What follows belongs to an exercise in optimizing a design on an open flow for small area, a short achievable clock period and few clock cycles; a production flow would make more cautious choices. Function was checked by simulation only, so behaviour that the tests miss may differ from the original.

run A:
==> flow/design.v (excerpt) <==
module geofence (clk, reset, X, Y, valid, is_inside);
    input clk;
    input reset;
    input [9:0] X;
    input [9:0] Y;
    output valid;
    output is_inside;
    reg [3:0] phase;
    reg [9:0] tx, ty;
    reg       vsx, vsy, lsx, lsy, rsx, rsy;
    reg [9:0] vmx, vmy_n, lmx_n, lmy, rmx_n, rmy;
    reg       inside_acc;
    reg       _valid, _inside;
    assign valid = _valid;
    assign is_inside = _inside;
    wire [10:0] ex = {1'b0, X} + {1'b0, ~tx};
    wire [10:0] ey = {1'b0, Y} + {1'b0, ~ty};
    wire        dsx = ~ex[10];
    wire        dsy = ~ey[10];
    wire [9:0]  dmx = dsx ? ~ex[9:0] : ex[9:0] + 10'd1;
    wire [9:0]  dmy = dsy ? ~ey[9:0] : ey[9:0] + 10'd1;
    wire ge_l, ge_r;   
    geofence_cmp cmp_l (.an(lmx_n), .bn(vmy_n), .c(vmx), .d(lmy), .msb(ge_l));
    geofence_cmp cmp_r (.an(rmx_n), .bn(vmy_n), .c(vmx), .d(rmy), .msb(ge_r));
    wire s1l = lsx ^ vsy, s2l = vsx ^ lsy;
    wire s1r = rsx ^ vsy, s2r = vsx ^ rsy;
    wire nl1 = s1l, nl0 = s1l ^ (s1l == s2l);
    wire nr1 = s1r, nr0 = s1r ^ (s1r == s2r);
  ...
==> flow/config.mk <==
export PLATFORM = sky130hd
export DESIGN_NAME = geofence
export DESIGN_NICKNAME = geofence
export VERILOG_FILES = /design/flow/design.v
export SDC_FILE = /design/flow/constraint.sdc
export NUM_CORES = 4
export LEC_CHECK = 0
export ABC_AREA = 1
export ABC_CLOCK_PERIOD_IN_PS = 6000
export CAP_MARGIN = 20
export CORE_MARGIN = 2
export CORE_UTILIZATION = 60
export SETUP_SLACK_MARGIN = 5
export SLEW_MARGIN = 20
==> flow/constraint.sdc <==
create_clock -name core_clock -period 12.0 [get_ports {clk}]
set_input_delay 2.4000 -clock core_clock [delete_from_list [all_inputs] [get_ports {clk}]]
set_output_delay 2.4000 -clock core_clock [all_outputs]
set_load 0.01 [all_outputs]
standard.sh (not shown) runs the stock make flow with config.mk's settings and CLKGATE_MAP_FILE= SYNTH_SCRIPT=/design/flow/synth_recipe.tcl, a recipe that flattens the netlist after the stock synthesis.
==> flow/flow/run.sh <==
#!/bin/bash
# The standard layout, with one step added after synthesis: flow/fapol.py
# picks the polarity of each full-adder cell (a full adder is self-dual), of
# each half adder (rebuilt from an xor and an and-type gate) and of 2-input
# and/or gates, so that few inverters are left in the carry-save trees, and
# puts each full adder's latest-arriving input on its fastest pin (CIN);
# cells that drive many pins get a larger drive strength, and cells with a
# stronger size of the same area in the library get that size.
# The registers keep their names and cell types (some get a larger drive
# strength); the other changes are to combinational cells.
# Each tool's output goes to a log here: synth.log, fapol.log, finish.log
# (ORFS also keeps each step's log under orfs/logs).
set -euo pipefail
R=orfs/results/$FLOW_PLATFORM/geofence/base
bash standard.sh synth > synth.log 2>&1
cp $R/1_2_yosys.v $R/1_2_yosys.std.v
python3 flow/fapol.py $R/1_2_yosys.std.v $R/1_2_yosys.v > fapol.log 2>&1
rm -f $R/1_synth.odb $R/1_synth.sdc
bash standard.sh finish > finish.log 2>&1
Other scripts of this flow, unchanged in this note and not shown: flow/flow/fapol.py
Run A finished all stages; the layout is clean.
Testbench counts of run A, summed over its fixed seeds: cycles 10,800.
The following lists how run B was set up differently from run A:
- changing CORE_UTILIZATION from 60 to 50
- removing ABC_AREA (formerly 1)
==> run notes <==
NOTE: setup slack in run B falls short of that of run A
Going from run A to run B, the register-to-register slack was found to have gone down by 0.66 ns.
Delta (run B minus run A): flip-flop and latch share of the layout cell area has increased, final standard cell area without fillers now sits lower.
Final cycle utilization of the critical path ended up 5.5 points higher on run B than on run A.
Summary of run B over run A: clock-pin slew on the worst setup and hold paths level; fill cell total of the finished layout moved up; logic depth of the worst setup path including buffers moved down; wire length of the first global-routing pass moved down.

==> separate check: timing with driven ports <==
The flow's constraints put no driver on any port. The routed layouts listed below were extracted and timed again, unchanged, in two steps. Step 1: set_driving_cell puts a clkbuf_16 on clk and a buf_2 on each other input, an assumption about the parent block. Step 2 moves the port delays by t, midway between the first and last clock arrival at a register: inputs arrive t later, outputs are due t later. That takes back most of the time a late clock gives input paths. Slacks: no drivers / after step 1 / after step 2; pairs: no drivers / after step 1.
run | t (ns) | setup slack, ns | worst setup path at the end | worst data-port slew with drivers (ns)
run A | 0.389 | 5.889 / 5.889 / 5.889 | register to register | 0.03
run B | 0.384 | 5.229 / 5.229 / 5.229 | register to register | 0.03
After both steps every run listed still meets setup and hold.
